From an optimization exercise on the open Yosys and OpenROAD flow, aimed at small area and a short achievable clock period; shortcuts taken in it are not production practice. No functional check of the RTL was part of this run.

===== flow/constraint.sdc =====
create_clock -name core_clock -period 7.5 [get_ports {clk}]
set_input_delay 1.5000 -clock core_clock [delete_from_list [all_inputs] [get_ports {clk}]]
set_output_delay 1.5000 -clock core_clock [all_outputs]
set_load 0.01 [all_outputs]

===== flow/run.sh =====
#!/bin/bash
# synth_recipe.tcl (not shown) runs the flow's synth.tcl, then flattens the netlist and writes it again
# the make line also repeats each setting of config.mk as NAME=value (left out here)
make -C /OpenROAD-flow-scripts/flow DESIGN_CONFIG=/design/flow/config.mk WORK_HOME=/design/flow/orfs CLKGATE_MAP_FILE= SYNTH_SCRIPT=/design/flow/synth_recipe.tcl finish

===== flow/design.v =====
module d_register
#(
    parameter WIDTH = 8
)
(
    input [WIDTH - 1 : 0] d ,
    input clk,
    input rst,
    output reg [WIDTH - 1 : 0] q
);
always @ (posedge clk or posedge rst) begin
    if (rst)
        q <= 0;
    else
        q <= d;
end
endmodule
module d_flipflop
(
    input d,
    input clk,
    input rst,
    output reg q
);
always @ (posedge clk or posedge rst) begin
    if (rst)
        q <= 1'b0;
    else
        q <= d;
end
endmodule
module negator
#(
parameter INPUT_WIDTH = 7
)
(
input [INPUT_WIDTH - 1 : 0] in,
input  en,
output [INPUT_WIDTH : 0] out
);
assign out = (en) ? ( (~{1'b0,in}) + 1 ): {1'b0, in}; 
endmodule
module mem_byte
(
    input            clk,
    input            we,
    input            hold,
    input      [7:0] wd,
    output reg [7:0] q
);
always @(posedge clk)
    q <= ({8{we}} & wd) | ({8{hold}} & q);
endmodule
module mem_tri
(
    input        clk,
    input  [2:0] sel,
    input  [2:0] we,
    input  [2:0] hold,
    input  [7:0] wd,
    output [7:0] y_n,
    output [7:0] q0,
    output [7:0] q1,
    output [7:0] q2
);
mem_byte b0 (.clk(clk), .we(we[0]), .hold(hold[0]), .wd(wd), .q(q0));
mem_byte b1 (.clk(clk), .we(we[1]), .hold(hold[1]), .wd(wd), .q(q1));
mem_byte b2 (.clk(clk), .we(we[2]), .hold(hold[2]), .wd(wd), .q(q2));
assign y_n = ~(({8{sel[0]}} & q0) | ({8{sel[1]}} & q1) | ({8{sel[2]}} & q2));
endmodule
module register_file
(
    input            clk,
    input            rst,
    input      [3:0] ldm_we,
    input      [7:0] mem_rd_n,
    input      [7:0] rest0,
    input      [7:0] rest1,
    input      [7:0] rest2,
    input      [7:0] rest3,
    output reg [7:0] q0,
    output reg [7:0] q1,
    output reg [7:0] q2,
    output reg [7:0] q3
);
always @(posedge clk or posedge rst) begin
    if (rst) begin
        q0 <= 8'd0;
        q1 <= 8'd0;
        q2 <= 8'd0;
        q3 <= 8'd0;
    end else begin
        q0 <= ({8{ldm_we[0]}} & ~mem_rd_n) | rest0;
        q1 <= ({8{ldm_we[1]}} & ~mem_rd_n) | rest1;
        q2 <= ({8{ldm_we[2]}} & ~mem_rd_n) | rest2;
        q3 <= ({8{ldm_we[3]}} & ~mem_rd_n) | rest3;
    end
end
endmodule
module t_nand4
(
    input  [7:0] a0,
    input  [7:0] a1,
    input  [7:0] a2,
    input  [7:0] a3,
    output [7:0] y
);
assign y = ~(a0 & a1 & a2 & a3);
endmodule
module t_nand3
(
    input  [7:0] a0,
    input  [7:0] a1,
    input  [7:0] a2,
    output [7:0] y
);
assign y = ~(a0 & a1 & a2);
endmodule
module t_nor2
(
    input  [7:0] a0,
    input  [7:0] a1,
    output [7:0] y
);
assign y = ~(a0 | a1);
endmodule
module t_selgen
(
    input  [3:0]  s,
    input  [15:0] r0,
    input  [15:0] r1,
    input  [15:0] r2,
    input  [15:0] r3,
    output [15:0] y_n
);
wire [15:0] p_n = ~(({16{s[0]}} & r0) | ({16{s[1]}} & r1));
wire [15:0] q_n = ~(({16{s[2]}} & r2) | ({16{s[3]}} & r3));
assign y_n = ~(~p_n | ~q_n);
endmodule
module t_mux4oh
(
    input  [3:0] s,
    input  [7:0] r0,
    input  [7:0] r1,
    input  [7:0] r2,
    input  [7:0] r3,
    output [7:0] y
);
assign y = ({8{s[0]}} & r0) | ({8{s[1]}} & r1) | ({8{s[2]}} & r2) | ({8{s[3]}} & r3);
endmodule
module t_nor3
(
    input  [7:0] a0,
    input  [7:0] a1,
    input  [7:0] a2,
    output [7:0] y
);
assign y = ~(a0 | a1 | a2);
endmodule
module t_inv
(
    input  [7:0] a,
    output [7:0] y
);
assign y = ~a;
endmodule
module control_unit
(
input [2:0] instruction,
output [1:0] op,
output branch,
output ldh,
output rd_ram,
output ldc,
output w_reg,
output w_ram
);
assign op = rom_output[7:6];
assign branch = rom_output[5];
assign ldh = rom_output[4];
assign rd_ram = rom_output[3];
assign ldc = rom_output[2];
assign w_reg = rom_output[1];
assign w_ram = rom_output[0];
reg [7:0] rom_output;
always @ (instruction) begin
    case (instruction)
        0: rom_output = 8'b00000010;
        1: rom_output = 8'b01000010;
        2: rom_output = 8'b10000010;
        3: rom_output = 8'b00100000;
        4: rom_output = 8'b00001010;
        5: rom_output = 8'b00000001;
        6: rom_output = 8'b00000110;
        7: rom_output = 8'b00010110;
    endcase
end
endmodule
module top
(
    input rst,
    input clk,
    input button,
    output [5:0] leds,
    output [7:0] imem_addr,
    input [7:0] imem_data
);
reg [7:0] pc;
reg       flag;
wire [7:0] ra, rb, rc, rd;
reg       clr;
wire [7:0] I  = imem_data;
wire [2:0] op = I[7:5];
wire is_bgt = (op == 3'd3);
wire is_ld  = (op == 3'd4);
wire is_str = (op == 3'd5);
wire is_ldc = op[2] & op[1];
wire [1:0] s1 = is_ldc ? {1'b0, I[4]} : I[4:3];
wire [1:0] s2 = I[2:1];
reg [7:0] a, b;
always @(*) begin
    case (s1)
        2'd0: a = ra;
        2'd1: a = rb;
        2'd2: a = rc;
        default: a = rd;
    endcase
    case (s2)
        2'd0: b = ra;
        2'd1: b = rb;
        2'd2: b = rc;
        default: b = rd;
    endcase
end
wire [3:0] s2_oh = 4'd1 << s2;
wire [15:0] lo_r [0:3];
wire [15:0] hi_r [0:3];
genvar gi;
generate
    for (gi = 0; gi < 16; gi = gi + 1) begin : pre_g
        assign lo_r[0][gi] = (ra[3:0] == gi);
        assign lo_r[1][gi] = (rb[3:0] == gi);
        assign lo_r[2][gi] = (rc[3:0] == gi);
        assign lo_r[3][gi] = (rd[3:0] == gi);
        assign hi_r[0][gi] = (ra[7:4] == gi);
        assign hi_r[1][gi] = (rb[7:4] == gi);
        assign hi_r[2][gi] = (rc[7:4] == gi);
        assign hi_r[3][gi] = (rd[7:4] == gi);
    end
endgenerate
wire [15:0] lo_sel_n, hi_sel_n;
t_selgen lo_gen (.s(s2_oh), .r0(lo_r[0]), .r1(lo_r[1]), .r2(lo_r[2]), .r3(lo_r[3]), .y_n(lo_sel_n));
t_selgen hi_gen (.s(s2_oh), .r0(hi_r[0]), .r1(hi_r[1]), .r2(hi_r[2]), .r3(hi_r[3]), .y_n(hi_sel_n));
wire [255:0] sel;
generate
    for (gi = 0; gi < 256; gi = gi + 1) begin : sel_g
        assign sel[gi] = ~(hi_sel_n[gi / 16] | lo_sel_n[gi % 16]);
    end
endgenerate
wire [3:0] s1w_oh = 4'd1 << I[4:3];
wire [7:0] wd;
t_mux4oh wd_mux (.s(s1w_oh), .r0(ra), .r1(rb), .r2(rc), .r3(rd), .y(wd));
wire [7:0] y_n [0:84];
wire [7:0] mem_q [0:254];
generate
    for (gi = 0; gi < 85; gi = gi + 1) begin : tri_g
        wire [2:0] s3 = sel[3*gi+2:3*gi];
        wire [2:0] we = s3 & {3{is_str}};
        mem_tri u (.clk(clk), .sel(s3), .we(we), .hold(~(we | {3{clr}})), .wd(wd),
                   .y_n(y_n[gi]), .q0(mem_q[3*gi]), .q1(mem_q[3*gi+1]), .q2(mem_q[3*gi+2]));
    end
endgenerate
wire [7:0] l1 [0:21];
wire [7:0] l2 [0:10];
wire [7:0] l3 [0:2];
wire [7:0] mem_rd_n;
generate
    for (gi = 0; gi < 21; gi = gi + 1) begin : l1_g
        t_nand4 u (.a0(y_n[4*gi]), .a1(y_n[4*gi+1]), .a2(y_n[4*gi+2]),
                   .a3(y_n[4*gi+3]), .y(l1[gi]));
    end
    for (gi = 0; gi < 11; gi = gi + 1) begin : l2_g
        t_nor2 u (.a0(l1[2*gi]), .a1(l1[2*gi+1]), .y(l2[gi]));
    end
    for (gi = 0; gi < 2; gi = gi + 1) begin : l3_g
        t_nand4 u (.a0(l2[4*gi]), .a1(l2[4*gi+1]), .a2(l2[4*gi+2]),
                   .a3(l2[4*gi+3]), .y(l3[gi]));
    end
endgenerate
t_inv   l1_last (.a(y_n[84]), .y(l1[21]));
t_nand3 l3_last (.a0(l2[8]), .a1(l2[9]), .a2(l2[10]), .y(l3[2]));
t_nor3  l4 (.a0(l3[0]), .a1(l3[1]), .a2(l3[2]), .y(mem_rd_n));
assign leds = ~{mem_q[254][0], mem_q[253][0], mem_q[252][0],
                mem_q[251][0], mem_q[250][0], mem_q[249][0]} | {6{clr}};
wire [7:0] sum  = a + b;
wire [7:0] nnd  = ~(a & b);
wire [7:0] shr  = (b[7:3] != 5'd0) ? 8'd0 : (a >> b[2:0]);
wire       gt   = a > b;
reg [7:0] wdata;
always @(*) begin
    case (op)
        3'd1: wdata = nnd;
        3'd2: wdata = shr;
        3'd6: wdata = {a[7:4], I[3:0]};
        3'd7: wdata = {I[3:0], a[3:0]};
        default: wdata = sum;
    endcase
end
wire [3:0] s1_oh  = 4'd1 << s1;
wire       wr_alu = ~(is_bgt | is_str | is_ld);
wire [3:0] ldm_we = s1_oh & {4{is_ld & ~clr}};
wire [3:0] ld_we  = s1_oh & {4{is_ld}};
wire [3:0] alu_we = s1_oh & {4{wr_alu}};
wire [3:0] keep   = ~(ld_we | alu_we);
wire [7:0] btn8   = {7'b0, sel[255] & button};
wire [7:0] rq [0:3];
wire [7:0] rest [0:3];
assign rq[0] = ra;
assign rq[1] = rb;
assign rq[2] = rc;
assign rq[3] = rd;
generate
    for (gi = 0; gi < 4; gi = gi + 1) begin : rest_g
        assign rest[gi] = ({8{ld_we[gi]}} & btn8) | ({8{alu_we[gi]}} & wdata) |
                          ({8{keep[gi]}} & rq[gi]);
    end
endgenerate
register_file regs (.clk(clk), .rst(rst), .ldm_we(ldm_we), .mem_rd_n(mem_rd_n),
                    .rest0(rest[0]), .rest1(rest[1]), .rest2(rest[2]), .rest3(rest[3]),
                    .q0(ra), .q1(rb), .q2(rc), .q3(rd));
wire [7:0] off  = I[4] ? (8'd0 - {4'd0, I[3:0]}) : {4'd0, I[3:0]};
wire       take = is_bgt & flag;
wire [7:0] pc_next = pc + (take ? off : 8'd1);
always @(posedge clk or posedge rst) begin
    if (rst) begin
        pc   <= 8'd0;
        flag <= 1'b0;
        clr  <= 1'b1;
    end else begin
        pc   <= pc_next;
        flag <= gt;
        clr  <= 1'b0;
    end
end
assign imem_addr = pc;
endmodule

===== flow/config.mk =====
export PLATFORM = sky130hd
export DESIGN_NAME = top
export DESIGN_NICKNAME = top
export VERILOG_FILES = /design/flow/design.v
export SDC_FILE = /design/flow/constraint.sdc
export NUM_CORES = 4
export LEC_CHECK = 0
export CAP_MARGIN = 20
export CORE_MARGIN = 2
export CORE_UTILIZATION = 55
export CTS_CLUSTER_DIAMETER = 100
export CTS_CLUSTER_SIZE = 24
export PLACE_DENSITY = 0.65
export SETUP_SLACK_MARGIN = 3.5
export SLEW_MARGIN = 20
export SYNTH_HIERARCHICAL = 1

==> results.txt <==
[sequential cells by signal, indices dropped and copies added (netlist names)]
name and cells:
tri_g.u.b0.q 680, tri_g.u.b2.q 680, tri_g.u.b1.q 680, regs.q0 8, pc 8, regs.q1 8, clr 1, regs.q3 8
regs.q2 8, flag 1
[stage by stage]
stage / cell area [um2] / hold WS [ns]
floorplan: 82500 / 0.438
global placement: 80300 / 0.450
detailed placement: 80400 / 0.453
CTS: 85800 / 0.479
global route: 86600 / 0.488
finish: 86600 / 0.477
[layer usage]
| metal | routed length, um | GRT usage | vias up |
|---|---|---|---|
| met1 | 116000 | 0.503 | 32760 |
| li1 | - | - | 28643 |
| met3 | 35600 | 0.0836 | 852 |
| met4 | 17400 | 0.185 | 10 |
| met5 | 58 | 0 | - |
| met2 | 120000 | 0.528 | 4658 |
[power groups by stage]
stage	logic (mW)	registers [mW]	clock network, mW
finish	5.21	11.6	5.96
global route	5.32	11.6	6.39
CTS	4.90	11.5	6.02
detailed placement	4.37	11.8	0
global placement	4.34	11.8	0
floorplan	2.60	11.5	0
[synth_stat cells (4+ instances only)]
cell type,n,area [um2]
a21o_1,47,353
a21oi_1,35,175
a221oi_1,11,96.3
a221oi_2,22,330
a222oi_1,680,6810
a22o_1,2064,18100
a22o_2,10,100
a22oi_1,12,90.1
a22oi_2,6,75.1
a32o_1,6,60.1
and3_1,8,50.1
buf_1,4,15.0
buf_2,267,1340
buf_4,4,30.0
buf_6,270,3040
clkbuf_1,181,679
clkbuf_2,170,851
dfrtp_1,41,1030
dfxtp_1,2040,40800
ha_1,24,300
inv_1,49,184
mux2i_1,9,90.1
mux4_2,9,203
nand2_1,67,251
nand2b_1,42,263
nand3_1,24,120
nand4_1,184,1150
nor2_1,952,3570
nor2b_1,8,50.1
nor3_1,51,255
nor3_2,8,80.1
nor4_1,9,56.3
o211ai_1,5,37.5
o21ai_0,20,100
o21ai_1,10,50.1
o221ai_1,4,35.0
o22ai_1,7,43.8
or2_2,17,106
or3_1,4,25.0
xnor2_1,10,87.6
xor2_1,5,43.8
[layout by cell type (no fill, tap or decap), types with 19 or more instances in the layout]
cell type	n
a21o_1	47
buf_4	195
clkdlybuf4s50_1	19
nand2b_1	42
a222oi_1	680
nor3_1	50
a22o_1	2061
buf_12	62
nor2_1	707
ha_1	23
dfrtp_1	35
buf_6	41
a21oi_1	34
dfxtp_1	2040
clkbuf_16	102
nor2_4	62
nand2_1	58
nor2_2	185
nand4_1	184
inv_1	38
a221oi_4	34
[Yosys stat by module (local to each module, per instance), a selection]
module    times used  cell area (um2)  flip-flops and latches  cells inside
mem_tri           85             90.1                       0            10
t_inv              1             30.0                       0             8
t_nand3            1             40.0                       0             8
t_nor2            11             30.0                       0             8
top                1             7280                      10          1520
mem_byte         255              246                       8            18
t_nand4           23             50.0                       0             8
t_selgen           2              427                       0            40
[worst min-delay path by stage]
| stage | endpoint | slack (ns) | cells after the start |
|---|---|---|---|
| 6_report | tri_g[1].u.b2.q[0]$_DFF_P_ | 0.48 | 1 |
| 5_1_grt | tri_g[28].u.b0.q[0]$_DFF_P_ | 0.49 | 1 |
| 4_1_cts | tri_g[56].u.b2.q[3]$_DFF_P_ | 0.48 | 1 |
| 3_5_place_dp | tri_g[0].u.b2.q[3]$_DFF_P_ | 0.45 | 1 |
| 3_3_place_gp | tri_g[59].u.b0.q[6]$_DFF_P_ | 0.45 | 1 |
| 2_1_floorplan | tri_g[0].u.b0.q[6]$_DFF_P_ | 0.44 | 1 |
[kinds of logic after synthesis]
logic type | count (synthesis)
AO/OA/AOI/OAI | 2968
XOR/XNOR | 15
adder cells (fa/ha/maj) | 26
buffers and inverters | 947
flip-flops | 2082
multiplexers | 20
other | 1
AND/OR/NAND/NOR | 1382
[cell type report]
class	instances	area (um2)
fill	12140	60900
sequential	2082	41900
multi-input combinational	4417	35400
timing repair buffer	348	4120
clock buffer	106	2500
tap	1930	2410
inverter	49	196
clock inverter	7	103
antenna	2	5.00
[worst register-to-register path: stages (launching register included)]
cell,delay [ns]
dfrtp_1,0.73
nand2b_1,0.28
nor2_1,0.07
a22o_1,0.22
a221oi_4,0.25
buf_6,0.17
buf_16,0.21
nor2_4,0.12
a222oi_1,0.64
nand4_1,0.43
nor2_4,0.32
nand4_1,0.26
nor3_2,0.21
inv_2,0.08
a21o_1,0.17
[repair_timing]
item	in CTS	in global routing
gates cloned	20	3
pin swaps	177	78
buffers inserted	103	31
resized for setup	352	151
setup endpoints to repair	2080	853
==> impl_metrics.ini <==
[outcome]
status = complete, no violations

[sta]
finalSetupViolations = 0
period_share = 0.579
finalSetupTns_ns = 0
skew_ns = 0.0271
slew_violations = 0
slew-limit-headroom = 0.218
finalHoldViolCount = 0
worst_pin_slew_ns = 1.17
rsz0062_at_grt = yes
fin_ws_ns = 3.16
min_period_ns = 4.34
fmax_ghz = 0.230

[global_routing]
grt_pass1_wl_um = 419000
grt_pass1_vias = 60797
grt_start_max_net_pins = 108
antenna_found_initial = 11
grt_usage = 0.363
overflow = 0

[floorplanning]
start_util = 0.553
core_area_um2 = 147000
ios = 25
rows = 141
die_w_um = 389
fp.dieH_um = 389
die_area_um2 = 151000

[finish]
area_growth_pct = 6.13
final_util = 0.587
finalNetCount = 7032
fin_cells = 8941
drive_gt1_frac = 0.118

[logic_synthesis]
synth-simple-area-share = 0.0743
synth-xor-area-share = 0.00161
synthFlopType = dfxtp_1
synth_edf_count = 0
synth_seq_cells = 2082
synthAdderAreaFrac = 0.00417
netlist_instances = 7441
synth_compound_area_frac = 0.327
syn_area_per_cell_um2 = 11.0
ys_warn_count = 9
synth_nets = 7478
synth_cell_types = 69
synth.area.mux_share = 0.00405
synth_top_family_by_area = compound AO/OA/AOI/OAI gates
synthesis.area_um2 = 81600
async_flop_share = 0.0202
seq_area_frac_synth = 0.513

[power_and_ir_drop]
total_power_mw = 22.7
power.internal_mw = 14.8
clock_power_share = 0.262
power.share.sequential = 0.509
p_per_area_nw_per_um2 = 262
swShare = 0.348
vdd_drop_max_uv = 284
combPwrFrac = 0.229
p_leak_nw = 31.7
p_switching_mw = 7.92

[setup_path]
cp.required_ns = 8.16
cp.depth = 18
slowest_delay_ns = 0.58
cp-startpoint = imem_data[1]
worst_path_max_delay_cell = a222oi_1
cp_cell_sequence = buf_12 -> buf_12 -> clkinv_8 -> nor2_4 -> buf_6 -> a22o_4 -> a221oi_4 -> buf_12 -> buf_6 -> buf_6 -> nor2_4 -> a222oi_1 -> nand4_1 -> nor2_4 -> nand4_1 -> nor3_4 -> inv_2 -> a21o_1
crit_path_end_kind = flop
crit_buf_inv = 8
r2r_end = regs.q3[1]$_DFF_PP0_
r2r_start = regs.q1[1]$_DFF_PP0_
crit_fanout = 8
r2r_slack_ns = 3.25
cp_top_family = compound AO/OA/AOI/OAI gates
critical_path_class = primary input to flop
ff2ff_path_depth = 14
cp.arrival_ns = 5.00
setup.worst_path.end = regs.q3[2]$_DFF_PP0_
critPathLaunchType = primary input

[cts]
h-tree-depth = 3
cts_buffer_depth = 3
clockRootBuffer = clkbuf_16
cts_tree = built
cts_hold_buffers = 0
clock_latency_ns = 0.76
numCtsBuffers = 97
clock-sinks = 2082
clk_pin_slew_ns = 0.10

[drt]
wirelength_um = 289000
drt_iter0_drc = 12286
via_count = 66923
wire_per_inst_um = 32.3
drc_errors = 0
via_per_inst = 7.48
firstDrtPassIters = 14
ant_nets = 0

[worst_hold_path]
worstHoldStart = tri_g[1].u.b2.q[0]$_DFF_P_
hold_class = flop to flop

[place]
placed_cells = 8669
gp_congestion = 0.995
pre_cts_ws_ns = 0.833
port_buffers = 24
dp_hpwl_um = 178000

[job]
drv_cap = 0

what the ideal ports hide:
No port has a modelled driver above. Below, the same layout with a new extraction and two added sets of constraints. Step 1 (the two cells are an assumption about what drives the block):
set clk [get_ports {clk}]
set_driving_cell -lib_cell sky130_fd_sc_hd__clkbuf_16 $clk
set_driving_cell -lib_cell sky130_fd_sc_hd__buf_2 [delete_from_list [all_inputs] $clk]
Step 2 moves the port delays by t, midway between the first and last clock arrival at a register: inputs arrive t later, outputs are due t later. That takes back most of the time a late clock gives input paths. a / b / c = ideal ports / drivers / drivers and shift; a / b = the first two.
t (ns): 0.846
setup WS [ns]: 3.156 / 3.179 / 2.333
hold WS [ns]: 0.477 / 0.477 / 0.477
After both steps this run still meets setup and hold. For this run, drivers alone change the setup slack by +0.023 ns; drivers and shift together by -0.823 ns.
